From an optimization exercise on the open Yosys and OpenROAD flow, aimed at small area, a short achievable clock period and few clock cycles; shortcuts taken in it are not production practice. The RTL of this run was laid out without a check of its function. No activity file was given, so power comes from the tool's default toggle rates.

==> flow/design.v <==
module MUX_4 #(
    parameter DATA_WIDTH = 32
) (
    input [1:0] sel,
    input [DATA_WIDTH-1:0] data0,
    input [DATA_WIDTH-1:0] data1,
    input [DATA_WIDTH-1:0] data2,
    input [DATA_WIDTH-1:0] data3,
    output reg [DATA_WIDTH-1:0] ans
);
    always @(*) begin
        case (sel)
            3'b000: ans = data0;
            3'b001: ans = data1;
            3'b010: ans = data2;
            3'b011: ans = data3;
        endcase
    end
endmodule
module MUX_8 #(
    parameter DATA_WIDTH = 32
) (
    input [2:0] sel,
    input [DATA_WIDTH-1:0] data0,
    input [DATA_WIDTH-1:0] data1,
    input [DATA_WIDTH-1:0] data2,
    input [DATA_WIDTH-1:0] data3,
    input [DATA_WIDTH-1:0] data4,
    input [DATA_WIDTH-1:0] data5,
    input [DATA_WIDTH-1:0] data6,
    input [DATA_WIDTH-1:0] data7,
    output reg [DATA_WIDTH-1:0] ans
);
    always @(*) begin
        case (sel)
            3'b000: ans = data0;
            3'b001: ans = data1;
            3'b010: ans = data2;
            3'b011: ans = data3;
            3'b100: ans = data4;
            3'b101: ans = data5;
            3'b110: ans = data6;
            3'b111: ans = data7;
        endcase
    end
endmodule
module PC (
    input clk,
    input reset,
    input [2:0] next_pc_op,
    input       stall,
    input [31:0] rs_data_D,
    input [31:0] rt_data_D,
    input [15:0] imm_D,
    input [25:0] j_address_D,
    output [31:0] pc_out
);
    reg [31:0] pc;   
    reg [31:0] next_pc;
    assign pc_out = pc;
    reg [4:0] rs_top;
    reg [4:0] rt_top;
    integer   i;
    always @(*) begin
        rs_top = 5'd0;
        rt_top = 5'd0;
        for (i = 0; i < 32; i = i + 1) begin
            if (rs_data_D[i]) rs_top = i;
            if (rt_data_D[i]) rt_top = i;
        end
    end
    always @(*) begin
        if (stall) next_pc = pc;
        else begin
            case (next_pc_op)
                3'd1:   
                next_pc = (rs_data_D == rt_data_D) ? pc + {{14{imm_D[15]}}, imm_D, 2'b00} : pc + 32'd4;
                3'd2:   
                next_pc = {pc[31:28], j_address_D, 2'b00};
                3'd3:   
                next_pc = rs_data_D;
                3'd4:   
                next_pc = (rs_data_D != rt_data_D) ? pc + {{14{imm_D[15]}}, imm_D, 2'b00} : pc + 32'd4;
                3'd5:   
                next_pc = (rs_data_D != 0 & rt_data_D != 0 & rs_top == rt_top) ? pc + {{14{imm_D[15]}}, imm_D, 2'b00} : pc + 32'd4;
                default: next_pc = pc + 32'd4;
            endcase
        end
    end
    always @(posedge clk) begin
        if (reset) begin
            pc <= 32'h3000;
        end else begin
            pc <= next_pc;
        end
    end
endmodule
module D_reg (
    input clk,
    input reset,
    input [31:0] in_pc,
    input [31:0] in_instr,
    input stall,
    output [31:0] out_pc,
    output [31:0] out_instr
);
    reg [31:0] pc_D;
    reg [31:0] instr_D;
    assign out_pc    = pc_D;
    assign out_instr = instr_D;
    always @(posedge clk) begin
        if (reset) begin
            pc_D    <= 32'h3000;
            instr_D <= 32'b0;
        end else begin
            if (stall) begin
                pc_D    <= pc_D;
                instr_D <= instr_D;
            end else begin
                pc_D    <= in_pc;
                instr_D <= in_instr;
            end
        end
    end
endmodule
module CU_D (
    input [31:0] instr,
    output [25:21] rs,
    output [20:16] rt,
    output [15:11] rd,
    output [ 10:6] shamt,
    output [ 15:0] imm,
    output [ 25:0] j_address,
    output reg [2:0] next_pc_op,   
    output reg [2:0] ext_op,       
    input [4:0] reg_addr_E,   
    input [4:0] reg_addr_M,
    input [4:0] reg_addr_W,
    input      [1:0] Tnew_E,
    input      [1:0] Tnew_M,
    output reg [1:0] Tnew,
    input start,
    input busy,
    output reg stall,
    output reg [1:0] fwd_rs_data_D_op,
    output reg [1:0] fwd_rt_data_D_op,
    input lwm_E,
    input lwm_M
);
    wire [5:0] op = instr[31:26];
    assign rs    = instr[25:21];
    assign rt    = instr[20:16];
    assign rd    = instr[15:11];
    assign shamt = instr[10:6];
    wire [5:0] func = instr[5:0];
    assign imm       = instr[15:0];
    assign j_address = instr[25:0];
    wire R = (op == 6'b000000);
    wire add = R & (func == 6'b100000);
    wire sub = R & (func == 6'b100010);
    wire jr = R & (func == 6'b001000);
    wire sll = R & (func == 6'b000000);
    wire ori = (op == 6'b001101);
    wire lw = (op == 6'b100011);
    wire sw = (op == 6'b101011);
    wire beq = (op == 6'b000100);
    wire lui = (op == 6'b001111);
    wire jal = (op == 6'b000011);
    wire instr_and = R & (func == 6'b100100);
    wire instr_or = R & (func == 6'b100101);
    wire slt = R & (func == 6'b101010);
    wire sltu = R & (func == 6'b101011);
    wire addi = (op == 6'b001000);
    wire andi = (op == 6'b001100);
    wire lb = (op == 6'b100000);
    wire lh = (op == 6'b100001);
    wire sb = (op == 6'b101000);
    wire sh = (op == 6'b101001);
    wire bne = (op == 6'b000101);
    wire mult = R & (func == 6'b011000);
    wire multu = R & (func == 6'b011001);
    wire div = R & (func == 6'b011010);
    wire divu = R & (func == 6'b011011);
    wire mfhi = R & (func == 6'b010000);
    wire mflo = R & (func == 6'b010010);
    wire mthi = R & (func == 6'b010001);
    wire mtlo = R & (func == 6'b010011);
    wire bds = R & (func == 6'b001010);
    wire lwm = (op == 6'b101100);
    wire btheq = (op == 6'b101111);
    wire cal_r = (add | sub | sll | instr_and | instr_or | slt | sltu);
    wire cal_i = (ori | lui | addi | andi);
    wire load = (lw | lb | lh);
    wire store = (sw | sb | sh);
    wire md = (mult | multu | div | divu | bds);
    ;
    reg [1:0] Tuse_rs;
    reg [1:0] Tuse_rt;
    reg       stall_rs_E;
    reg       stall_rs_M;
    reg       stall_rt_E;
    reg       stall_rt_M;
    always @(*) begin
        if (beq) next_pc_op = 3'd1;
        else if (jal) next_pc_op = 3'd2;
        else if (jr) next_pc_op = 3'd3;
        else if (bne) next_pc_op = 3'd4;
        else if (btheq) next_pc_op = 3'd5;
        else next_pc_op = 3'd0;
        if (load | store | addi | lwm) ext_op = 3'd0;   
        else if (ori | lui | andi) ext_op = 3'd1;   
        else if (sll) ext_op = 3'd2;   
        else ext_op = 3'd3;   
        if (beq | jr | bne | btheq) Tuse_rs = 2'd0;
        else if ((cal_r & ~sll) | cal_i | load | store | md | mthi | mtlo | lwm) Tuse_rs = 2'd1;
        else Tuse_rs = 2'd3;   
        if (beq | bne | btheq) Tuse_rt = 2'd0;
        else if (cal_r | md) Tuse_rt = 2'd1;
        else if (store) Tuse_rt = 2'd2;
        else Tuse_rt = 2'd3;   
        if (beq | jr | jal | bne | btheq) Tnew = 2'd0;   
        else if (cal_r | cal_i | mfhi | mflo) Tnew = 2'd1;
        else if (load) Tnew = 2'd2;
        else if (lwm) Tnew = 2'd3;
        else Tnew = 2'd0;   
        stall_rs_E = (Tuse_rs < Tnew_E) & (rs != 5'd0 & rs == reg_addr_E);   
        stall_rs_M = (Tuse_rs < Tnew_M) & (rs != 5'd0 & rs == reg_addr_M);
        stall_rt_E = (Tuse_rt < Tnew_E) & (rt != 5'd0 & rt == reg_addr_E);
        stall_rt_M = (Tuse_rt < Tnew_M) & (rt != 5'd0 & rt == reg_addr_M);
        stall      = (lwm_E | lwm_M) | (stall_rs_E | stall_rs_M) | (stall_rt_E | stall_rt_M) | ((busy | start) & (md | mfhi | mflo | mthi | mtlo));
        if (rs == reg_addr_E & rs != 5'd0 & Tnew_E == 2'b00) fwd_rs_data_D_op = 2'd3;
        else if (rs == reg_addr_M & rs != 5'd0 & Tnew_M == 2'b00) fwd_rs_data_D_op = 2'd2;
        else if (rs == reg_addr_W & rs != 5'd0) fwd_rs_data_D_op = 2'd1;
        else fwd_rs_data_D_op = 2'd0;
        if (rt == reg_addr_E & rt != 5'd0 & Tnew_E == 2'b00) fwd_rt_data_D_op = 2'd3;
        else if (rt == reg_addr_M & rt != 5'd0 & Tnew_M == 2'b00) fwd_rt_data_D_op = 2'd2;
        else if (rt == reg_addr_W & rt != 5'd0) fwd_rt_data_D_op = 2'd1;
        else fwd_rt_data_D_op = 2'd0;
    end
endmodule
module EXT (
    input [2:0] ext_op,
    input [15:0] imm,
    input [ 4:0] shamt,
    output reg [31:0] ext
);
    always @(*) begin
        case (ext_op)
            3'd0: ext = {{16{imm[15]}}, imm};   
            3'd1: ext = {{16{1'b0}}, imm};   
            3'd2: ext = {{27{1'b0}}, shamt};   
            default: ext = 0;   
        endcase
    end
endmodule
module GRF (
    input         reset,
    input         clk,
    input  [31:0] pc,
    input  [ 4:0] rs,
    input  [ 4:0] rt,
    input  [ 4:0] reg_addr,
    input  [31:0] reg_data,
    output [31:0] rs_data,
    output [31:0] rt_data
);
    reg [31:0] registers[31:0];
    assign rs_data = (reg_addr == rs & rs != 5'd0) ? reg_data : registers[rs];
    assign rt_data = (reg_addr == rt & rt != 5'd0) ? reg_data : registers[rt];
    integer i;
    always @(posedge clk) begin
        if (reset) begin
            for (i = 0; i < 32; i = i + 1) begin
                registers[i] <= 0;
            end
        end else begin
            if (reg_addr != 5'd0) begin
                registers[reg_addr] <= reg_data;
            end
        end
    end
endmodule
module E_reg (
    input clk,
    input reset,
    input [31:0] in_pc,
    input [31:0] in_instr,
    input [31:0] in_rs_data,
    input [31:0] in_rt_data,
    input [31:0] in_ext,
    input [ 1:0] in_Tnew,
    input stall,
    output [31:0] out_pc,
    output [31:0] out_instr,
    output [31:0] out_rs_data,
    output [31:0] out_rt_data,
    output [31:0] out_ext,
    output [ 1:0] out_Tnew
);
    reg [31:0] pc_E;
    reg [31:0] instr_E;
    reg [31:0] rs_data_E;
    reg [31:0] rt_data_E;
    reg [31:0] ext_E;
    reg [ 1:0] Tnew_E;
    assign out_pc      = pc_E;
    assign out_instr   = instr_E;
    assign out_rs_data = rs_data_E;
    assign out_rt_data = rt_data_E;
    assign out_ext     = ext_E;
    assign out_Tnew    = Tnew_E;
    always @(posedge clk) begin
        if (reset) begin
            pc_E      <= 32'h3000;
            instr_E   <= 32'b0;
            rs_data_E <= 32'b0;
            rt_data_E <= 32'b0;
            ext_E     <= 32'b0;
            Tnew_E    <= 2'b0;
        end else begin
            pc_E      <= stall ? 32'h3000 : in_pc;
            instr_E   <= stall ? 32'b0 : in_instr;
            rs_data_E <= stall ? 32'b0 : in_rs_data;
            rt_data_E <= stall ? 32'b0 : in_rt_data;
            ext_E     <= stall ? 32'b0 : in_ext;
            Tnew_E    <= stall ? 2'b0 : in_Tnew;
        end
    end
endmodule
module CU_E (
    input [31:0] instr,
    output [25:21] rs,
    output [20:16] rt,
    output [15:11] rd,
    output [ 10:6] shamt,
    output [ 15:0] imm,
    output [ 25:0] j_address,
    output reg [3:0] alu_op,   
    output reg [3:0] md_op,    
    output reg [4:0] reg_addr,   
    input [4:0] reg_addr_M,
    input [4:0] reg_addr_W,
    input [1:0] Tnew_M,
    output reg [1:0] fwd_rs_data_E_op,
    output reg [1:0] fwd_rt_data_E_op,
    output lwm
);
    wire [5:0] op = instr[31:26];
    assign rs    = instr[25:21];
    assign rt    = instr[20:16];
    assign rd    = instr[15:11];
    assign shamt = instr[10:6];
    wire [5:0] func = instr[5:0];
    assign imm       = instr[15:0];
    assign j_address = instr[25:0];
    wire R = (op == 6'b000000);
    wire add = R & (func == 6'b100000);
    wire sub = R & (func == 6'b100010);
    wire jr = R & (func == 6'b001000);
    wire sll = R & (func == 6'b000000);
    wire ori = (op == 6'b001101);
    wire lw = (op == 6'b100011);
    wire sw = (op == 6'b101011);
    wire beq = (op == 6'b000100);
    wire lui = (op == 6'b001111);
    wire jal = (op == 6'b000011);
    wire instr_and = R & (func == 6'b100100);
    wire instr_or = R & (func == 6'b100101);
    wire slt = R & (func == 6'b101010);
    wire sltu = R & (func == 6'b101011);
    wire andi = (op == 6'b001100);
    wire addi = (op == 6'b001000);
    wire lb = (op == 6'b100000);
    wire lh = (op == 6'b100001);
    wire sb = (op == 6'b101000);
    wire sh = (op == 6'b101001);
    wire bne = (op == 6'b000101);
    wire mult = R & (func == 6'b011000);
    wire multu = R & (func == 6'b011001);
    wire div = R & (func == 6'b011010);
    wire divu = R & (func == 6'b011011);
    wire mfhi = R & (func == 6'b010000);
    wire mflo = R & (func == 6'b010010);
    wire mthi = R & (func == 6'b010001);
    wire mtlo = R & (func == 6'b010011);
    wire bds = R & (func == 6'b001010);
    assign lwm = (op == 6'b101100);
    wire btheq = (op == 6'b101111);
    wire cal_r = (add | sub | sll | instr_and | instr_or | slt | sltu);
    wire cal_i = (ori | lui | addi | andi);
    wire load = (lw | lb | lh);
    wire store = (sw | sb | sh);
    wire md = (mult | multu | div | divu | bds);
    always @(*) begin
        if (add) alu_op = 4'd0;
        else if (sub) alu_op = 4'd1;
        else if (ori) alu_op = 4'd2;
        else if (load | store | lwm) alu_op = 4'd3;
        else if (lui) alu_op = 4'd4;
        else if (sll) alu_op = 4'd5;
        else if (addi) alu_op = 4'd6;
        else if (instr_and) alu_op = 4'd7;
        else if (instr_or) alu_op = 4'd8;
        else if (slt) alu_op = 4'd9;
        else if (sltu) alu_op = 4'd10;
        else if (andi) alu_op = 4'd11;
        else alu_op = 4'd0;
        if (mult) md_op = 4'd1;
        else if (multu) md_op = 4'd2;
        else if (div) md_op = 4'd3;
        else if (divu) md_op = 4'd4;
        else if (mfhi) md_op = 4'd5;
        else if (mflo) md_op = 4'd6;
        else if (mthi) md_op = 4'd7;
        else if (mtlo) md_op = 4'd8;
        else if (bds) md_op = 4'd9;
        else md_op = 4'd0;
        if (cal_r | mfhi | mflo) reg_addr = rd;   
        else if (load | cal_i) reg_addr = rt;   
        else if (jal) reg_addr = 5'd31;   
        else reg_addr = 5'd0;   
        if (rs == reg_addr_M & rs != 5'd0 & Tnew_M == 2'b00) fwd_rs_data_E_op = 2'd2;
        else if (rs == reg_addr_W & rs != 5'd0) fwd_rs_data_E_op = 2'd1;
        else fwd_rs_data_E_op = 2'd0;
        if (rt == reg_addr_M & rt != 5'd0 & Tnew_M == 2'b00) fwd_rt_data_E_op = 2'd2;
        else if (rt == reg_addr_W & rt != 5'd0) fwd_rt_data_E_op = 2'd1;
        else fwd_rt_data_E_op = 2'd0;
    end
endmodule
module ALU (
    input  [31:0] rs,
    input  [31:0] rt,
    input  [31:0] ext,
    input  [ 3:0] alu_op,
    output [31:0] alu_out
);
    reg [31:0] ans;
    assign alu_out = ans;
    always @(*) begin
        case (alu_op)
            4'd0: ans = rs + rt;   
            4'd1: ans = rs - rt;   
            4'd2: ans = rs | ext;   
            4'd3: ans = rs + ext;   
            4'd4: ans = ext << 5'd16;   
            4'd5: ans = rt << ext;   
            4'd6: ans = rs + ext;   
            4'd7: ans = rs & rt;   
            4'd8: ans = rs | rt;   
            4'd9: ans = ($signed(rs) < $signed(rt)) ? 1 : 0;   
            4'd10: ans = rs < rt ? 1 : 0;   
            4'd11: ans = rs & ext;   
            default: ans = 0;
        endcase
    end
endmodule
module MD (
    input clk,
    input reset,
    input [ 3:0] md_op,
    input [31:0] rs,
    input [31:0] rt,
    output start,
    output busy,
    output reg [31:0] hi,
    output reg [31:0] lo,
    output [31:0] md_out
);
    reg [ 3:0] md_op_reg;
    reg [31:0] rs_reg;
    reg [31:0] rt_reg;
    reg [ 3:0] cnt;   
    reg [ 3:0] next_cnt;
    reg [31:0] next_hi;
    reg [31:0] next_lo;
    assign start  = (md_op != 4'd0 & md_op <= 4'd4) | md_op == 4'd9;
    assign busy   = (cnt != 4'b0);
    assign md_out = (md_op == 4'd5) ? hi : (md_op == 4'd6) ? lo : 32'b0;
    always @(*) begin
        if (md_op == 4'd1 | md_op == 4'd2) next_cnt = 4'd5;   
        else if (md_op == 4'd3 | md_op == 4'd4) next_cnt = 4'd10;   
        else if (md_op == 4'd9) next_cnt = 4'd10;   
        else if (busy) next_cnt = cnt - 4'd1;
        else next_cnt = 4'd0;
        if (md_op_reg == 4'd1 & cnt == 4'd1)   
            {next_hi, next_lo} = $signed(rs_reg) * $signed(rt_reg);
        else if (md_op_reg == 4'd2 & cnt == 4'd1)   
            {next_hi, next_lo} = rs_reg * rt_reg;
        else if (md_op == 4'd7) begin
            next_hi = rs;
            next_lo = lo;
        end else if (md_op == 4'd8) begin
            next_hi = hi;
            next_lo = rs;
        end else begin
            next_hi = hi;
            next_lo = lo;
        end
    end
    always @(posedge clk) begin
        if (reset) begin
            md_op_reg <= 4'b0;
            cnt       <= 4'b0;
            hi        <= 32'b0;
            lo        <= 32'b0;
            rs_reg    <= 32'b0;
            rt_reg    <= 32'b0;
        end else begin   
            md_op_reg <= start ? md_op : md_op_reg;
            cnt       <= next_cnt;
            hi        <= next_hi;
            lo        <= next_lo;
            rs_reg    <= start ? rs : rs_reg;
            rt_reg    <= start ? rt : rt_reg;
        end
    end
endmodule
module M_reg (
    input clk,
    input reset,
    input [31:0] in_pc,
    input [31:0] in_instr,
    input [31:0] in_rs_data,
    input [31:0] in_rt_data,
    input [31:0] in_ext,
    input [31:0] in_alu_out,
    input [31:0] in_md_out,
    input [ 1:0] in_Tnew,
    output [31:0] out_pc,
    output [31:0] out_instr,
    output [31:0] out_rs_data,
    output [31:0] out_rt_data,
    output [31:0] out_ext,
    output [31:0] out_alu_out,
    output [31:0] out_md_out,
    output [ 1:0] out_Tnew
);
    reg [31:0] pc_M;
    reg [31:0] instr_M;
    reg [31:0] rs_data_M;
    reg [31:0] rt_data_M;
    reg [31:0] ext_M;
    reg [31:0] alu_out_M;
    reg [31:0] md_out_M;
    reg [ 1:0] Tnew_M;
    assign out_pc      = pc_M;
    assign out_instr   = instr_M;
    assign out_rs_data = rs_data_M;
    assign out_rt_data = rt_data_M;
    assign out_ext     = ext_M;
    assign out_alu_out = alu_out_M;
    assign out_md_out  = md_out_M;
    assign out_Tnew    = Tnew_M;
    always @(posedge clk) begin
        if (reset) begin
            pc_M      <= 32'h3000;
            instr_M   <= 32'b0;
            rs_data_M <= 32'b0;
            rt_data_M <= 32'b0;
            ext_M     <= 32'b0;
            alu_out_M <= 32'b0;
            md_out_M  <= 32'b0;
            Tnew_M    <= 2'b0;
        end else begin
            pc_M      <= in_pc;
            instr_M   <= in_instr;
            rs_data_M <= in_rs_data;
            rt_data_M <= in_rt_data;
            ext_M     <= in_ext;
            alu_out_M <= in_alu_out;
            md_out_M  <= in_md_out;
            Tnew_M    <= in_Tnew;
        end
    end
endmodule
module CU_M (
    input [31:0] instr,
    output [25:21] rs,
    output [20:16] rt,
    output [15:11] rd,
    output [ 10:6] shamt,
    output [ 15:0] imm,
    output [ 25:0] j_address,
    input      [31:0] mem_addr,
    input      [31:0] fwd_rt_data,
    output reg [ 2:0] dm_op,
    output reg [ 3:0] m_data_byteen,
    output reg [31:0] m_data_wdata,
    output reg [4:0] reg_addr,   
    output reg [1:0] give_M_op,
    input      [4:0] reg_addr_W,
    output reg       fwd_rt_data_M_op,
    output lwm
);
    wire [5:0] op = instr[31:26];
    assign rs    = instr[25:21];
    assign rt    = instr[20:16];
    assign rd    = instr[15:11];
    assign shamt = instr[10:6];
    wire [5:0] func = instr[5:0];
    assign imm       = instr[15:0];
    assign j_address = instr[25:0];
    wire R = (op == 6'b000000);
    wire add = R & (func == 6'b100000);
    wire sub = R & (func == 6'b100010);
    wire jr = R & (func == 6'b001000);
    wire sll = R & (func == 6'b000000);
    wire ori = (op == 6'b001101);
    wire lw = (op == 6'b100011);
    wire sw = (op == 6'b101011);
    wire beq = (op == 6'b000100);
    wire lui = (op == 6'b001111);
    wire jal = (op == 6'b000011);
    wire instr_and = R & (func == 6'b100100);
    wire instr_or = R & (func == 6'b100101);
    wire slt = R & (func == 6'b101010);
    wire sltu = R & (func == 6'b101011);
    wire andi = (op == 6'b001100);
    wire addi = (op == 6'b001000);
    wire lb = (op == 6'b100000);
    wire lh = (op == 6'b100001);
    wire sb = (op == 6'b101000);
    wire sh = (op == 6'b101001);
    wire bne = (op == 6'b000101);
    wire mult = R & (func == 6'b011000);
    wire multu = R & (func == 6'b011001);
    wire div = R & (func == 6'b011010);
    wire divu = R & (func == 6'b011011);
    wire mfhi = R & (func == 6'b010000);
    wire mflo = R & (func == 6'b010010);
    wire mthi = R & (func == 6'b010001);
    wire mtlo = R & (func == 6'b010011);
    wire bds = R & (func == 6'b001010);
    assign lwm = (op == 6'b101100);
    wire btheq = (op == 6'b101111);
    wire cal_r = (add | sub | sll | instr_and | instr_or | slt | sltu);
    wire cal_i = (ori | lui | addi | andi);
    wire load = (lw | lb | lh);
    wire store = (sw | sb | sh);
    wire md = (mult | multu | div | divu | bds);
    always @(*) begin
        if (0) dm_op = 3'd1;   
        else if (lb) dm_op = 3'd2;   
        else if (0) dm_op = 3'd3;   
        else if (lh) dm_op = 3'd4;   
        else dm_op = 3'd0;   
        if (sw) m_data_byteen = 4'b1111;
        else if (sh) m_data_byteen = mem_addr[1] ? 4'b1100 : 4'b0011;
        else if (sb) begin
            case (mem_addr[1:0])
                2'b00:   m_data_byteen = 4'b0001;
                2'b01:   m_data_byteen = 4'b0010;
                2'b10:   m_data_byteen = 4'b0100;
                2'b11:   m_data_byteen = 4'b1000;
                default: m_data_byteen = 4'b0000;
            endcase
        end else m_data_byteen = 4'b0000;
        if (sb) begin   
            case (mem_addr[1:0])
                2'b00:   m_data_wdata = fwd_rt_data << 5'd0;
                2'b01:   m_data_wdata = fwd_rt_data << 5'd8;
                2'b10:   m_data_wdata = fwd_rt_data << 5'd16;
                2'b11:   m_data_wdata = fwd_rt_data << 5'd24;
                default: m_data_wdata = fwd_rt_data;
            endcase
        end else if (sh) begin   
            case (mem_addr[1])
                1'b0:    m_data_wdata = fwd_rt_data << 5'd0;
                1'b1:    m_data_wdata = fwd_rt_data << 5'd16;
                default: m_data_wdata = fwd_rt_data;
            endcase
        end else if (sw) m_data_wdata = fwd_rt_data;
        else m_data_wdata = fwd_rt_data;
        if (jal) give_M_op = 2'd0;   
        else if (cal_r | cal_i) give_M_op = 2'd1;   
        else if (mfhi | mflo) give_M_op = 2'd2;   
        else give_M_op = 2'd0;
        if (cal_r | mfhi | mflo) reg_addr = rd;   
        else if (load | cal_i) reg_addr = rt;   
        else if (jal) reg_addr = 5'd31;   
        else reg_addr = 5'd0;   
        if (rt == reg_addr_W & rt != 5'd0) fwd_rt_data_M_op = 1'd1;
        else fwd_rt_data_M_op = 1'd0;
    end
endmodule
module BE (
    input [ 1:0] mem_addr,   
    input [31:0] mem_data,   
    input [ 2:0] dm_op,      
    output reg [31:0] dm_out   
);
    always @(*) begin
        case (dm_op)
            3'd0: dm_out = mem_data;   
            3'd1: begin   
                case (mem_addr[1:0])
                    2'b00:   dm_out = {{24{1'b0}}, mem_data[7:0]};
                    2'b01:   dm_out = {{24{1'b0}}, mem_data[15:8]};
                    2'b10:   dm_out = {{24{1'b0}}, mem_data[23:16]};
                    2'b11:   dm_out = {{24{1'b0}}, mem_data[31:24]};
                    default: dm_out = 0;
                endcase
            end
            3'd2: begin   
                case (mem_addr[1:0])
                    2'b00:   dm_out = {{24{mem_data[7]}}, mem_data[7:0]};
                    2'b01:   dm_out = {{24{mem_data[15]}}, mem_data[15:8]};
                    2'b10:   dm_out = {{24{mem_data[23]}}, mem_data[23:16]};
                    2'b11:   dm_out = {{24{mem_data[31]}}, mem_data[31:24]};
                    default: dm_out = 0;
                endcase
            end
            3'd3: begin   
                case (mem_addr[1])
                    1'b0: dm_out = {{16{1'b0}}, mem_data[15:0]};
                    1'b1: dm_out = {{16{1'b0}}, mem_data[31:16]};
                    default: dm_out = 0;
                endcase
            end
            3'd4: begin   
                case (mem_addr[1])
                    1'b0: dm_out = {{16{mem_data[15]}}, mem_data[15:0]};
                    1'b1: dm_out = {{16{mem_data[31]}}, mem_data[31:16]};
                    default: dm_out = 0;
                endcase
            end
            default: dm_out = mem_data;
        endcase
    end
endmodule
module W_reg (
    input clk,
    input reset,
    input [31:0] in_pc,
    input [31:0] in_instr,
    input [31:0] in_rs_data,
    input [31:0] in_rt_data,
    input [31:0] in_ext,
    input [31:0] in_alu_out,
    input [31:0] in_dm_out,
    input [31:0] in_md_out,
    output [31:0] out_pc,
    output [31:0] out_instr,
    output [31:0] out_rs_data,
    output [31:0] out_rt_data,
    output [31:0] out_ext,
    output [31:0] out_alu_out,
    output [31:0] out_dm_out,
    output [31:0] out_md_out
);
    reg [31:0] pc_W;
    reg [31:0] instr_W;
    reg [31:0] rs_data_W;
    reg [31:0] rt_data_W;
    reg [31:0] ext_W;
    reg [31:0] alu_out_W;
    reg [31:0] dm_out_W;
    reg [31:0] md_out_W;
    assign out_pc      = pc_W;
    assign out_instr   = instr_W;
    assign out_rs_data = rs_data_W;
    assign out_rt_data = rt_data_W;
    assign out_ext     = ext_W;
    assign out_alu_out = alu_out_W;
    assign out_dm_out  = dm_out_W;
    assign out_md_out  = md_out_W;
    always @(posedge clk) begin
        if (reset) begin
            pc_W      <= 32'h3000;
            instr_W   <= 32'b0;
            rs_data_W <= 32'b0;
            rt_data_W <= 32'b0;
            ext_W     <= 32'b0;
            alu_out_W <= 32'b0;
            dm_out_W  <= 32'b0;
            md_out_W  <= 32'b0;
        end else begin
            pc_W      <= in_pc;
            instr_W   <= in_instr;
            rs_data_W <= in_rs_data;
            rt_data_W <= in_rt_data;
            ext_W     <= in_ext;
            alu_out_W <= in_alu_out;
            dm_out_W  <= in_dm_out;
            md_out_W  <= in_md_out;
        end
    end
endmodule
module CU_W (
    input [31:0] instr,
    output [25:21] rs,
    output [20:16] rt,
    output [15:11] rd,
    output [ 10:6] shamt,
    output [ 15:0] imm,
    output [ 25:0] j_address,
    output reg [4:0] reg_addr,
    output reg [2:0] give_W_op,
    input [31:0] dm_lwm,
    input [31:0] rt_data
);
    wire [5:0] op = instr[31:26];
    assign rs    = instr[25:21];
    assign rt    = instr[20:16];
    assign rd    = instr[15:11];
    assign shamt = instr[10:6];
    wire [5:0] func = instr[5:0];
    assign imm       = instr[15:0];
    assign j_address = instr[25:0];
    wire R = (op == 6'b000000);
    wire add = R & (func == 6'b100000);
    wire sub = R & (func == 6'b100010);
    wire jr = R & (func == 6'b001000);
    wire sll = R & (func == 6'b000000);
    wire ori = (op == 6'b001101);
    wire lw = (op == 6'b100011);
    wire sw = (op == 6'b101011);
    wire beq = (op == 6'b000100);
    wire lui = (op == 6'b001111);
    wire jal = (op == 6'b000011);
    wire instr_and = R & (func == 6'b100100);
    wire instr_or = R & (func == 6'b100101);
    wire slt = R & (func == 6'b101010);
    wire sltu = R & (func == 6'b101011);
    wire andi = (op == 6'b001100);
    wire addi = (op == 6'b001000);
    wire lb = (op == 6'b100000);
    wire lh = (op == 6'b100001);
    wire sb = (op == 6'b101000);
    wire sh = (op == 6'b101001);
    wire bne = (op == 6'b000101);
    wire mult = R & (func == 6'b011000);
    wire multu = R & (func == 6'b011001);
    wire div = R & (func == 6'b011010);
    wire divu = R & (func == 6'b011011);
    wire mfhi = R & (func == 6'b010000);
    wire mflo = R & (func == 6'b010010);
    wire mthi = R & (func == 6'b010001);
    wire mtlo = R & (func == 6'b010011);
    wire bds = R & (func == 6'b001010);
    wire lwm = (op == 6'b101100);
    wire btheq = (op == 6'b101111);
    wire cal_r = (add | sub | sll | instr_and | instr_or | slt | sltu);
    wire cal_i = (ori | lui | addi | andi);
    wire load = (lw | lb | lh);
    wire store = (sw | sb | sh);
    wire md = (mult | multu | div | divu | bds);
    always @(*) begin
        if (cal_r | mfhi | mflo) reg_addr = rd;   
        else if (load | cal_i) reg_addr = rt;   
        else if (jal) reg_addr = 5'd31;   
        else if (lwm) begin
            reg_addr = dm_lwm - rt_data;
        end else reg_addr = 5'd0;   
        if (jal) give_W_op = 3'd0;   
        else if (cal_r | cal_i) give_W_op = 3'd1;   
        else if (mfhi | mflo) give_W_op = 3'd2;   
        else if (load | lwm) give_W_op = 3'd3;   
        else give_W_op = 3'd0;   
    end
endmodule
module mips (
    input clk,
    input reset,
    output [31:0] i_inst_addr,     
    input  [31:0] i_inst_rdata,    
    input  [31:0] m_data_rdata,    
    output [31:0] m_data_addr,     
    output [31:0] m_data_wdata,    
    output [ 3:0] m_data_byteen,   
    output [31:0] m_inst_addr,     
    output        w_grf_we,
    output [ 4:0] w_grf_addr,
    output [31:0] w_grf_wdata,
    output [31:0] w_inst_addr
);
    wire         lwm_E;
    wire         lwm_M;
    wire [ 31:0] instr_F;
    wire [ 31:0] pc_F;
    wire [25:21] rs_F;
    wire [20:16] rt_F;
    wire [15:11] rd_F;
    wire [ 10:6] shamt_F;
    wire [ 15:0] imm_F;
    wire [ 25:0] j_address_F;
    wire [  2:0] next_pc_op_F;
    wire [ 31:0] pc_D;
    wire [ 31:0] instr_D;
    wire [25:21] rs_D;
    wire [20:16] rt_D;
    wire [15:11] rd_D;
    wire [ 10:6] shamt_D;
    wire [ 15:0] imm_D;
    wire [ 25:0] j_address_D;
    wire [ 31:0] rs_data_D;
    wire [ 31:0] rt_data_D;
    wire [  2:0] ext_op_D;   
    wire [ 31:0] ext_D;
    wire [  1:0] Tuse_rs;   
    wire [  1:0] Tuse_rt;
    wire [  1:0] Tnew;
    wire         stall;
    wire [  1:0] fwd_rs_data_D_op;
    wire [  1:0] fwd_rt_data_D_op;
    wire [ 31:0] fwd_rs_data_D;
    wire [ 31:0] fwd_rt_data_D;
    wire [ 31:0] pc_E;
    wire [ 31:0] instr_E;
    wire [25:21] rs_E;
    wire [20:16] rt_E;
    wire [15:11] rd_E;
    wire [ 10:6] shamt_E;
    wire [ 15:0] imm_E;
    wire [ 25:0] j_address_E;
    wire [ 31:0] rs_data_E;
    wire [ 31:0] rt_data_E;
    wire [ 31:0] ext_E;
    wire [  3:0] alu_op_E;   
    wire [ 31:0] alu_out_E;
    wire [  3:0] md_op;   
    wire         start;
    wire         busy;
    wire [ 31:0] hi;
    wire [ 31:0] lo;
    wire [ 31:0] md_out_E;
    wire [  1:0] Tnew_E;
    wire [  4:0] reg_addr_E;
    wire [ 31:0] give_E;
    wire [  1:0] fwd_rs_data_E_op;
    wire [  1:0] fwd_rt_data_E_op;
    wire [ 31:0] fwd_rs_data_E;
    wire [ 31:0] fwd_rt_data_E;
    wire [ 31:0] pc_M;
    wire [ 31:0] instr_M;
    wire [25:21] rs_M;
    wire [20:16] rt_M;
    wire [15:11] rd_M;
    wire [ 10:6] shamt_M;
    wire [ 15:0] imm_M;
    wire [ 25:0] j_address_M;
    wire [ 31:0] rs_data_M;
    wire [ 31:0] rt_data_M;
    wire [ 31:0] ext_M;
    wire [ 31:0] alu_out_M;
    wire [ 31:0] md_out_M;
    wire [  2:0] dm_op_M;
    wire [ 31:0] dm_out_M;
    wire [  1:0] Tnew_M;
    wire [  4:0] reg_addr_M;
    wire [  1:0] give_M_op;
    wire [ 31:0] give_M;
    wire         fwd_rt_data_M_op;
    wire [ 31:0] fwd_rt_data_M;
    wire [ 31:0] pc_W;
    wire [ 31:0] instr_W;
    wire [25:21] rs_W;
    wire [20:16] rt_W;
    wire [15:11] rd_W;
    wire [ 10:6] shamt_W;
    wire [ 15:0] imm_W;
    wire [ 25:0] j_address_W;
    wire [ 31:0] rs_data_W;
    wire [ 31:0] rt_data_W;
    wire [ 31:0] ext_W;
    wire [ 31:0] alu_out_W;
    wire [ 31:0] md_out_W;
    wire [ 31:0] dm_out_W;
    wire [  4:0] reg_addr_W;   
    wire [  2:0] give_W_op;
    wire [ 31:0] give_W;
    assign i_inst_addr = pc_F;
    assign instr_F     = i_inst_rdata;
    PC u_PC (
        .clk  (clk),
        .reset(reset),
        .next_pc_op(next_pc_op_F),
        .stall     (stall),
        .rs_data_D  (fwd_rs_data_D),   
        .rt_data_D  (fwd_rt_data_D),
        .imm_D      (imm_D),
        .j_address_D(j_address_D),
        .pc_out(pc_F)
    );
    D_reg u_D_reg (
        .clk  (clk),
        .reset(reset),
        .in_pc   (pc_F),
        .in_instr(instr_F),
        .stall(stall),
        .out_pc   (pc_D),
        .out_instr(instr_D)
    );
    MUX_4 u_MUX_4_fwd_rs_data_D (
        .sel  (fwd_rs_data_D_op),
        .data3(give_E),
        .data2(give_M),
        .data1(give_W),
        .data0(rs_data_D),
        .ans(fwd_rs_data_D)
    );
    MUX_4 u_MUX_4_fwd_rt_data_D (
        .sel  (fwd_rt_data_D_op),
        .data3(give_E),
        .data2(give_M),
        .data1(give_W),
        .data0(rt_data_D),
        .ans(fwd_rt_data_D)
    );
    CU_D u_CU_D (
        .instr(instr_D),
        .rs       (rs_D),
        .rt       (rt_D),
        .rd       (rd_D),
        .shamt    (shamt_D),
        .imm      (imm_D),
        .j_address(j_address_D),
        .next_pc_op(next_pc_op_F),
        .ext_op(ext_op_D),
        .reg_addr_E(reg_addr_E),
        .reg_addr_M(reg_addr_M),
        .reg_addr_W(reg_addr_W),
        .Tnew_E(Tnew_E),
        .Tnew_M(Tnew_M),
        .Tnew  (Tnew),
        .busy (busy),   
        .start(start),
        .stall(stall),
        .fwd_rs_data_D_op(fwd_rs_data_D_op),
        .fwd_rt_data_D_op(fwd_rt_data_D_op),
        .lwm_E(lwm_E),
        .lwm_M(lwm_M)
    );
    GRF u_GRF (
        .reset(reset),
        .clk  (clk),
        .pc   (pc_W),
        .rs     (rs_D),
        .rt     (rt_D),
        .rs_data(rs_data_D),
        .rt_data(rt_data_D),
        .reg_data(give_W),
        .reg_addr(reg_addr_W)   
    );
    assign w_grf_we    = 1'b1;
    assign w_grf_addr  = reg_addr_W;
    assign w_grf_wdata = give_W;
    assign w_inst_addr = pc_W;
    EXT u_EXT (
        .ext_op(ext_op_D),
        .imm   (imm_D),
        .shamt (shamt_D),
        .ext(ext_D)
    );
    E_reg u_E_reg (
        .clk  (clk),
        .reset(reset),
        .in_pc     (pc_D),
        .in_instr  (instr_D),
        .in_rs_data(fwd_rs_data_D),
        .in_rt_data(fwd_rt_data_D),
        .in_ext    (ext_D),
        .in_Tnew   (Tnew),
        .stall(stall),
        .out_pc     (pc_E),
        .out_instr  (instr_E),
        .out_rs_data(rs_data_E),
        .out_rt_data(rt_data_E),
        .out_ext    (ext_E),
        .out_Tnew   (Tnew_E)
    );
    assign give_E = pc_E + 32'd8;
    MUX_4 u_MUX_4_fwd_rs_data_E (
        .sel  (fwd_rs_data_E_op),
        .data3(32'd0),
        .data2(give_M),
        .data1(give_W),
        .data0(rs_data_E),
        .ans(fwd_rs_data_E)
    );
    MUX_4 u_MUX_4_fwd_rt_data_E (
        .sel  (fwd_rt_data_E_op),
        .data3(32'd0),
        .data2(give_M),
        .data1(give_W),
        .data0(rt_data_E),
        .ans(fwd_rt_data_E)
    );
    CU_E u_CU_E (
        .instr(instr_E),
        .rs       (rs_E),
        .rt       (rt_E),
        .rd       (rd_E),
        .shamt    (shamt_E),
        .imm      (imm_E),
        .j_address(j_address_E),
        .alu_op(alu_op_E),
        .md_op (md_op),
        .reg_addr(reg_addr_E),
        .reg_addr_M(reg_addr_M),
        .reg_addr_W(reg_addr_W),
        .Tnew_M          (Tnew_M),
        .fwd_rs_data_E_op(fwd_rs_data_E_op),
        .fwd_rt_data_E_op(fwd_rt_data_E_op),
        .lwm(lwm_E)
    );
    ALU u_ALU (
        .rs    (fwd_rs_data_E),
        .rt    (fwd_rt_data_E),
        .ext   (ext_E),
        .alu_op(alu_op_E),
        .alu_out(alu_out_E)
    );
    MD u_MD (
        .clk  (clk),
        .reset(reset),
        .md_op(md_op),
        .rs   (fwd_rs_data_E),
        .rt   (fwd_rt_data_E),
        .start (start),
        .busy  (busy),
        .hi    (hi),
        .lo    (lo),
        .md_out(md_out_E)
    );
    M_reg u_M_reg (
        .clk  (clk),
        .reset(reset),
        .in_pc     (pc_E),
        .in_instr  (instr_E),
        .in_rs_data(fwd_rs_data_E),
        .in_rt_data(fwd_rt_data_E),
        .in_ext    (ext_E),
        .in_alu_out(alu_out_E),
        .in_md_out (md_out_E),
        .in_Tnew   (Tnew_E > 2'b1 ? Tnew_E - 2'b1 : 2'b0),
        .out_pc     (pc_M),
        .out_instr  (instr_M),
        .out_rs_data(rs_data_M),
        .out_rt_data(rt_data_M),
        .out_ext    (ext_M),
        .out_alu_out(alu_out_M),
        .out_md_out (md_out_M),
        .out_Tnew   (Tnew_M)
    );
    MUX_4 u_MUX_4_give_M (
        .sel  (give_M_op),
        .data0(pc_M + 32'd8),
        .data1(alu_out_M),
        .data2(md_out_M),
        .data3(32'd0),
        .ans(give_M)
    );
    assign fwd_rt_data_M = (fwd_rt_data_M_op == 1'd1) ? give_W : rt_data_M;
    CU_M u_CU_M (
        .instr(instr_M),
        .rs       (rs_M),
        .rt       (rt_M),
        .rd       (rd_M),
        .shamt    (shamt_M),
        .imm      (imm_M),
        .j_address(j_address_M),
        .mem_addr     (alu_out_M),
        .fwd_rt_data  (fwd_rt_data_M),   
        .m_data_byteen(m_data_byteen),   
        .dm_op        (dm_op_M),
        .m_data_wdata (m_data_wdata),    
        .reg_addr(reg_addr_M),
        .fwd_rt_data_M_op(fwd_rt_data_M_op),
        .reg_addr_W      (reg_addr_W),
        .give_M_op(give_M_op),
        .lwm(lwm_M)
    );
    assign m_data_addr = alu_out_M;   
    assign m_inst_addr = pc_M;
    BE u_BE (
        .mem_addr(alu_out_M[1:0]),
        .mem_data(m_data_rdata),
        .dm_op   (dm_op_M),
        .dm_out(dm_out_M)
    );
    W_reg u_W_reg (
        .clk  (clk),
        .reset(reset),
        .in_pc     (pc_M),
        .in_instr  (instr_M),
        .in_rs_data(rs_data_M),
        .in_rt_data(fwd_rt_data_M),
        .in_ext    (ext_M),
        .in_alu_out(alu_out_M),
        .in_dm_out (dm_out_M),
        .in_md_out (md_out_M),
        .out_pc     (pc_W),
        .out_instr  (instr_W),
        .out_rs_data(rs_data_W),
        .out_rt_data(rt_data_W),
        .out_ext    (ext_W),
        .out_alu_out(alu_out_W),
        .out_dm_out (dm_out_W),
        .out_md_out (md_out_W)
    );
    MUX_8 u_MUX_8_give_W (   
        .sel  (give_W_op),
        .data0(pc_W + 32'd8),
        .data1(alu_out_W),
        .data2(md_out_W),
        .data3(dm_out_W),
        .data4(32'd0),
        .data5(32'd0),
        .data6(32'd0),
        .data7(32'd0),
        .ans(give_W)
    );
    CU_W u_CU_W (
        .instr(instr_W),
        .rs       (rs_W),
        .rt       (rt_W),
        .rd       (rd_W),
        .shamt    (shamt_W),
        .imm      (imm_W),
        .j_address(j_address_W),
        .reg_addr (reg_addr_W),
        .give_W_op(give_W_op),
        .dm_lwm (dm_out_W),
        .rt_data(rt_data_W)
    );
endmodule
==> flow/run.sh <==
#!/bin/bash
# synth_recipe.tcl (not shown) runs the flow's synth.tcl, then flattens the netlist and writes it again
# the make line also repeats each setting of config.mk as NAME=value (left out here)
make -C /OpenROAD-flow-scripts/flow DESIGN_CONFIG=/design/flow/config.mk WORK_HOME=/design/flow/orfs CLKGATE_MAP_FILE= SYNTH_SCRIPT=/design/flow/synth_recipe.tcl finish
==> flow/config.mk <==
export PLATFORM = sky130hd
export DESIGN_NAME = mips
export DESIGN_NICKNAME = mips
export VERILOG_FILES = /design/flow/design.v
export SDC_FILE = /design/flow/constraint.sdc
export NUM_CORES = 4
export LEC_CHECK = 0
export CAP_MARGIN = 20
export CORE_MARGIN = 2
export CORE_UTILIZATION = 40
export PLACE_DENSITY = 0.6
export SLEW_MARGIN = 20
==> flow/constraint.sdc <==
create_clock -name core_clock -period 15.0 [get_ports {clk}]
set_input_delay 3.0000 -clock core_clock [delete_from_list [all_inputs] [get_ports {clk}]]
set_output_delay 3.0000 -clock core_clock [all_outputs]
set_load 0.01 [all_outputs]
==> flow_metrics.tcl <==
set metrics [dict create \
    status "finished clean" \
    cts.htree.levels 4 \
    p_per_area_mw_per_mm2 143 \
    grt_remaining_overflow 0 \
    clk_pin_slew_ns 0.06 \
    fin_worst_skew_ns 0.104 \
    n_fill_cell 34300 \
    synth_area_mm2 0.145 \
    finalCriticalPeriod_ns 10.82 \
    globalplace.congestion 1.07 \
    ys_warn_count 16 \
    ys_types 114 \
    seqCellArea_mm2 0.0446 \
    cts_root_buffer "clkbuf_16" \
    drt-initial-drc-count 15100 \
    hold_buffers 0 \
    synth_edf_count 1024 \
    finalHoldViolCount 0 \
    io_pins 268 \
    wl_met2_um 261000 \
    antenna_found_initial 57 \
    p_leak_nw 64.9 \
    ir_worst_vdd_uv 203 \
    die-area_mm2 0.368 \
    grt_pass1_wl_um 851000 \
    area_growth_pct 11.0 \
    post_cts_resized 0 \
    crit_top_cell "a21oi_1" \
    first_pass_iters 10 \
    rsz0062_at_grt "no" \
    crit_type "reg -> reg" \
    cp_slowest_stage_delay_ns 0.94 \
    cts_tree "built" \
    maxSlewHeadroom 0.106 \
    placement.io_buffers 266 \
    layout-drive-gt1-share 0.118 \
    synth-main-ff-cell "edfxtp_1" \
    final_nets 16300 \
    cp_max_fo 63 \
    async_reset_ff_frac 0 \
    p_total_mw 23.0 \
    post_cts_buffers 0 \
    drt-met1-wl_um 225000 \
    slew_viol_final 0 \
    hp-class "reg -> reg" \
    num_vias 115000 \
    first_global_vias 114000 \
    worstMarginPinSlew_ns 1.34 \
    layout_common_cells "inv_1 (1961), nor2_1 (1770), fa_1 (1476)" \
    cp-start-kind "flip-flop" \
    netlist_instances 14300 \
    wl_per_cell_um 31.1 \
    setup_viol 0 \
    cap_violations 0 \
    wl_met3_um 64000 \
    cp.required_ns 15.71 \
    fmax_mhz 92.4 \
    crit_path_top_delay_cell "o41ai_1" \
    fp.coreArea_mm2 0.362 \
    cp.arrival_ns 11.53 \
    dieWidth_um 606 \
    layout_commonest_cell "inv_1" \
    cp-end-kind "flip-flop" \
    fin_crit_sh 0.721 \
    ys_seq_area_frac 0.307 \
    cts_buffers 197 \
    clock_tree.buffer_depth 4 \
    viasPerCell 5.98 \
    top_register "u_GRF.registers" \
    grt_max_degree 95 \
    clock-sinks 1715 \
    final_antenna_net_count 0 \
    fp-row-count 221 \
    die_h_um 606 \
    multiInputGateArea_mm2 0.0904 \
    largest_reg_flops 1024 \
    timing.setup.tns_ns 0 \
    yosys_register_bits 1715 \
    grt.total_usage 0.325 \
    drc 0 \
    initial_core_util 0.401 \
    dp_hpwl_um 440000 \
    clk_latency_ns 0.92 \
    syn-mean-instance-area_um2 10.1 \
    maxUsedRoutingLayer "met5" \
    wirelength_um 600000 \
]
## critical path, delay by kind of cell, from the launching register on
kind	cells	cell delay (ns)
AOI/OAI and AO/OA	20	6.13
adders and majority gates	3	0.79
buffers and inverters	5	0.75
DFF	1	0.33
muxes	2	0.61
and+or+nand+nor	7	1.96
## layer usage
layer | vias up | global-route usage
met1 | 58600 | 0.417
li1 | 48200 | -
met3 | 1620 | 0.0788
met5 | - | 0.00157
met4 | 38 | 0.217
met2 | 7053 | 0.488
## cell families (layout without fill, tap and decap cells)
group | count (synthesis) | count (layout) | share of synthesized area
buf+inv | 2934 | 3028 | 0.0767
compound gates | 1894 | 1894 | 0.0857
other cells | 2 | 77 | 0.0000517
flops | 1715 | 1715 | 0.307
simple gates | 4488 | 4488 | 0.139
fa+ha+maj | 1970 | 1970 | 0.246
xor+xnor | 372 | 372 | 0.0224
mux | 964 | 964 | 0.123
## per-stage QoR
stage / util / instance area [um2] / std cells / setup WS (ns) / hold slack, ns
floorplan: - / 145000 / 14400 / 6.59 / 0.417
global placement: 0.426 / 154000 / 18900 / 4.49 / 0.433
detailed placement: 0.427 / 154000 / 18900 / 4.49 / 0.443
CTS: 0.445 / 161000 / 19300 / 4.41 / 0.408
global route: 0.445 / 161000 / 19300 / 3.77 / 0.421
finish: 0.445 / 161000 / 19300 / 4.18 / 0.390
## Yosys cell counts, drive strengths merged (30+ instances only)
cell type / n / area (um2)
nand3: 166 / 831
or3: 45 / 282
edfxtp: 1024 / 30700
a211oi: 86 / 673
or2: 31 / 194
nand2: 1326 / 4980
o22ai: 73 / 457
o211ai: 65 / 498
clkbuf: 814 / 3060
inv: 1963 / 7370
ha: 493 / 6170
a22oi: 96 / 726
xor2: 129 / 1130
o21bai: 34 / 255
mux2: 59 / 664
a31oi: 56 / 365
a21oi: 537 / 2690
mux4: 651 / 14700
a21o: 107 / 805
nor4: 87 / 563
nor2: 1778 / 6690
xnor2: 243 / 2130
o31ai: 30 / 225
buf: 153 / 689
o221ai: 32 / 280
nor2b: 224 / 1400
mux2i: 254 / 2540
and3: 81 / 507
nand2b: 94 / 588
fa: 1476 / 29500
nand4: 72 / 450
dfxtp: 691 / 13800
o21a: 59 / 444
nor3: 160 / 821
a221oi: 68 / 602
and2: 331 / 2070
o21ai: 377 / 1900
## final timing paths
kind | from | endpoint | slack [ns] | depth (start not counted)
hold reg to reg | u_D_reg.pc_D[22]$_SDFFE_PP0N_ | u_E_reg.pc_E[22]$_SDFF_PP0_ | 0.39 | 1
hold / removal | u_D_reg.pc_D[22]$_SDFFE_PP0N_ | u_E_reg.pc_E[22]$_SDFF_PP0_ | 0.39 | 1
setup / recovery | u_W_reg.dm_out_W[0]$_SDFF_PP0_ | u_M_reg.alu_out_M[31]$_SDFF_PP0_ | 4.18 | 37
setup reg to reg | u_W_reg.dm_out_W[0]$_SDFF_PP0_ | u_M_reg.alu_out_M[31]$_SDFF_PP0_ | 4.18 | 37
## where the power goes
part,leakage (nW),internal [mW],switching (mW),total [mW]
clock,3.21,2.90,2.11,5.01
sequential,16.2,5.37,0.545,5.91
combinational,45.5,3.97,8.11,12.1
## area by class of cell
class | count | share of cell area
tap | 4794 | 0.0372
clock inverter | 93 | 0.00661
clock buffer | 262 | 0.0340
timing repair buffer | 706 | 0.0377
inverter | 1967 | 0.0458
antenna | 44 | 0.000683
multi-input combinational | 9721 | 0.561
sequential | 1715 | 0.277

## re-timing with driven ports
How much do the figures lean on ideal ports? The routed layout below was timed once more, with nothing changed but the port constraints.
Step 1 sets driving cells, clkbuf_16 on the clock port and buf_2 on the other inputs (assumed; they add their load-dependent delay and slew).
Step 2 times the ports against the registers' clock, not the clock port: input delays grow and output delays shrink by t, the midpoint of the rising clock arrivals with the driver on.
Three values: no drivers, after step 1, after step 2; two values: the first two.
t, ns: 0.976
slack for setup (ns): 4.179 / 4.179 / 4.179
worst register clock-pin slew, ns: 0.08 / 0.08
worst slew at a driven data input, ns: 0.08
pins driven straight from the clock port: 1
After both steps this run still meets setup and hold. For this run, drivers alone change the setup slack by 0.000 ns; drivers and shift together by 0.000 ns.
